Source: an optimization exercise on an open RTL-to-GDS flow (aim: small area, a short achievable clock period and few clock cycles per item). Production flows keep margins and buffers that such runs may drop. Function was checked by simulation only, so behaviour that the tests miss may differ from the original.

// mul
module mul(
    input             clk,
    input             rst,
    input             clear_pipeline,
    input             mul_initial,
    input      [2:0]  mul_para,
    input      [31:0] mul_rs0,
    input      [31:0] mul_rs1,
    output            mul_ready,
    output            mul_finished,
    output     [31:0] mul_data,
    input             mul_ack
);
Size in the first run: about 5200 cells after synthesis, about 170 flip-flops, about 110 I/O pins, about 33000 um^2 of cells after synthesis.
export LEC_CHECK = 0
export ABC_AREA = 1
export CAP_MARGIN = 20
export CORE_MARGIN = 2
export CORE_UTILIZATION = 55
export SETUP_SLACK_MARGIN = 5
export SLEW_MARGIN = 20
export TNS_END_PERCENT = 100
create_clock -name core_clock -period 13.0 [get_ports {clk}]
standard.sh (not shown) runs the stock make flow with config.mk's settings and CLKGATE_MAP_FILE= SYNTH_SCRIPT=/design/flow/synth_recipe.tcl, a recipe that flattens the netlist after the stock synthesis.
==> flow/flow/run.sh <==
#!/bin/bash
# The standard layout (standard.sh with the settings of config.mk), except
# that the buffers it puts on every input and output port are
# sky130_fd_sc_hd__buf_4 cells rather than the delay cells buffer_ports picks
# by default, and that the timing repair aims at a setup margin of 6 ns.
# Each step's full output goes to its own log here.
set -euo pipefail
export BUFFER_PORTS_ARGS="-buffer_cell sky130_fd_sc_hd__buf_4"
sed "s/SETUP_SLACK_MARGIN=[0-9.]*/SETUP_SLACK_MARGIN=6/" standard.sh > standard_margin.sh
grep -q "SETUP_SLACK_MARGIN=6 " standard_margin.sh
bash standard.sh synth > synth.log 2>&1
bash standard_margin.sh > layout.log 2>&1
The first run went through all stages and came out clean.
Testbench counts at the start, summed over its fixed seeds: cycles 33,427, items 12,000.
Rerun with:
--- a/flow/flow/run.sh
+++ b/flow/flow/run.sh
@@ -5 +5 @@
-# by default, and that the timing repair aims at a setup margin of 6 ns.
+# by default, and that the timing repair aims at a setup margin of 6.5 ns.
@@ -9,2 +9,2 @@
-sed "s/SETUP_SLACK_MARGIN=[0-9.]*/SETUP_SLACK_MARGIN=6/" standard.sh > standard_margin.sh
-grep -q "SETUP_SLACK_MARGIN=6 " standard_margin.sh
+sed "s/SETUP_SLACK_MARGIN=[0-9.]*/SETUP_SLACK_MARGIN=6.5/" standard.sh > standard_margin.sh
+grep -q "SETUP_SLACK_MARGIN=6.5 " standard_margin.sh
--- a/flow/config.mk
+++ b/flow/config.mk
@@ -11 +11 @@
-export CORE_UTILIZATION = 55
+export CORE_UTILIZATION = 45
Routed wire length came out higher by roughly a tenth.
Setup slack improves by 420 ps.
Core utilization came out lower by 5.5 points.
Via count came out higher slightly.
Cell area came out higher by roughly a tenth.
Rerun with:
--- a/flow/flow/run.sh
+++ b/flow/flow/run.sh
@@ -5 +5 @@
-# by default, and that the timing repair aims at a setup margin of 6.5 ns.
+# by default, and that the timing repair aims at a setup margin of 6.25 ns.
@@ -9,2 +9,2 @@
-sed "s/SETUP_SLACK_MARGIN=[0-9.]*/SETUP_SLACK_MARGIN=6.5/" standard.sh > standard_margin.sh
-grep -q "SETUP_SLACK_MARGIN=6.5 " standard_margin.sh
+sed "s/SETUP_SLACK_MARGIN=[0-9.]*/SETUP_SLACK_MARGIN=6.25/" standard.sh > standard_margin.sh
+grep -q "SETUP_SLACK_MARGIN=6.25 " standard_margin.sh
The new run finished clean. Worst setup slack is worse by 160 ps. Clock skew goes up by 9.6 ps. Worst hold slack stays flat. First-iteration DRC count drops by 9.9%. Fmax goes down by 2.4%. Die area stays the same. Cell area goes down by 4.6%.
Rerun with:
==> flow/run.sh (new file) <==
#!/bin/bash
# synth_recipe.tcl (not shown) runs the flow's synth.tcl, then flattens the netlist and writes it again
# the make line also repeats each setting of config.mk as NAME=value (left out here)
make -C /OpenROAD-flow-scripts/flow DESIGN_CONFIG=/design/flow/config.mk WORK_HOME=/design/flow/orfs CLKGATE_MAP_FILE= SYNTH_SCRIPT=/design/flow/synth_recipe.tcl finish
removed: flow/flow/run.sh
removed: flow/standard.sh
The changed run passed the timing, DRC and antenna checks.
Critical path depth is lower by 4.
Fmax is lower by about a fifth.
Non-clock buffer count is lower by 91.
Worst setup slack loses 1100 ps.
Via count is lower by a few percent.
Utilization is lower by 3.4 points.
Global-route usage is lower by 1.6 points.
Sequential share of layout area is higher by 0.93 points.
Rerun with:
==> flow/flow/run.sh (new file) <==
#!/bin/bash
# The standard layout (standard.sh with the settings of config.mk), except
# that the buffers it puts on every input and output port are
# sky130_fd_sc_hd__buf_4 cells rather than the delay cells buffer_ports picks
# by default, and that the timing repair aims at a setup margin of 6 ns.
# Each step's full output goes to its own log here.
set -euo pipefail
export BUFFER_PORTS_ARGS="-buffer_cell sky130_fd_sc_hd__buf_4"
sed "s/SETUP_SLACK_MARGIN=[0-9.]*/SETUP_SLACK_MARGIN=6/" standard.sh > standard_margin.sh
grep -q "SETUP_SLACK_MARGIN=6 " standard_margin.sh
bash standard.sh synth > synth.log 2>&1
bash standard_margin.sh > layout.log 2>&1
==> flow/standard.sh (new file) <==
#!/bin/bash
# synth_recipe.tcl (not shown) runs the flow's synth.tcl, then flattens the netlist and writes it again
# the make line also repeats each setting of config.mk as NAME=value (left out here)
make -C /OpenROAD-flow-scripts/flow DESIGN_CONFIG=/design/flow/config.mk WORK_HOME=/design/flow/orfs CLKGATE_MAP_FILE= SYNTH_SCRIPT=/design/flow/synth_recipe.tcl "${@:-finish}"
--- a/flow/config.mk
+++ b/flow/config.mk
@@ -11,0 +12 @@
+export PLACE_DENSITY = 0.72
removed: flow/run.sh
Result: The new run finished clean. Via count increases by a few percent. Core utilization increases by 1.2 points. Worst setup slack gains 850 ps. First-iteration DRC count increases by a quarter to a third. Hold slack gains 9.6 ps. Register-to-register slack gains 870 ps. Routed wire length decreases slightly. Critical path depth increases by 2. Clock-buffer cell count does not change.

-- static timing again, ports no longer ideal --
In the flow no input, the clock included, has a driving cell. The finished layouts below were timed again as built, in two steps. Step 1: set_driving_cell puts a clkbuf_16 on clk and a buf_2 on each other input, an assumption about the parent block. Step 2 adds t to the input delays and takes it off the output delays; t is the mean of the earliest and latest rising clock arrival at the registers after step 1. Input paths then give back, and output paths get back, about the clock's delay inside the block. a / b / c = ideal / step 1 / step 2; a / b = the first two.
run | shift t [ns] | setup slack, ns | clock arrival spread, ns
the first run | 0.524 | 6.036 / 6.036 / 5.572 | 0.024 / 0.025
the second run | 0.554 | 6.452 / 6.452 / 5.958 | 0.022 / 0.022
the third run | 0.548 | 6.291 / 6.340 / 5.792 | 0.031 / 0.031
the fourth run | 0.526 | 5.145 / 5.182 / 4.656 | 0.023 / 0.023
the fifth run | 0.525 | 5.996 / 6.036 / 5.511 | 0.022 / 0.022
After both steps setup and hold are still met in every run listed. For the third run, which loses most, drivers alone change the setup slack by +0.049 ns; drivers and shift together by -0.499 ns.
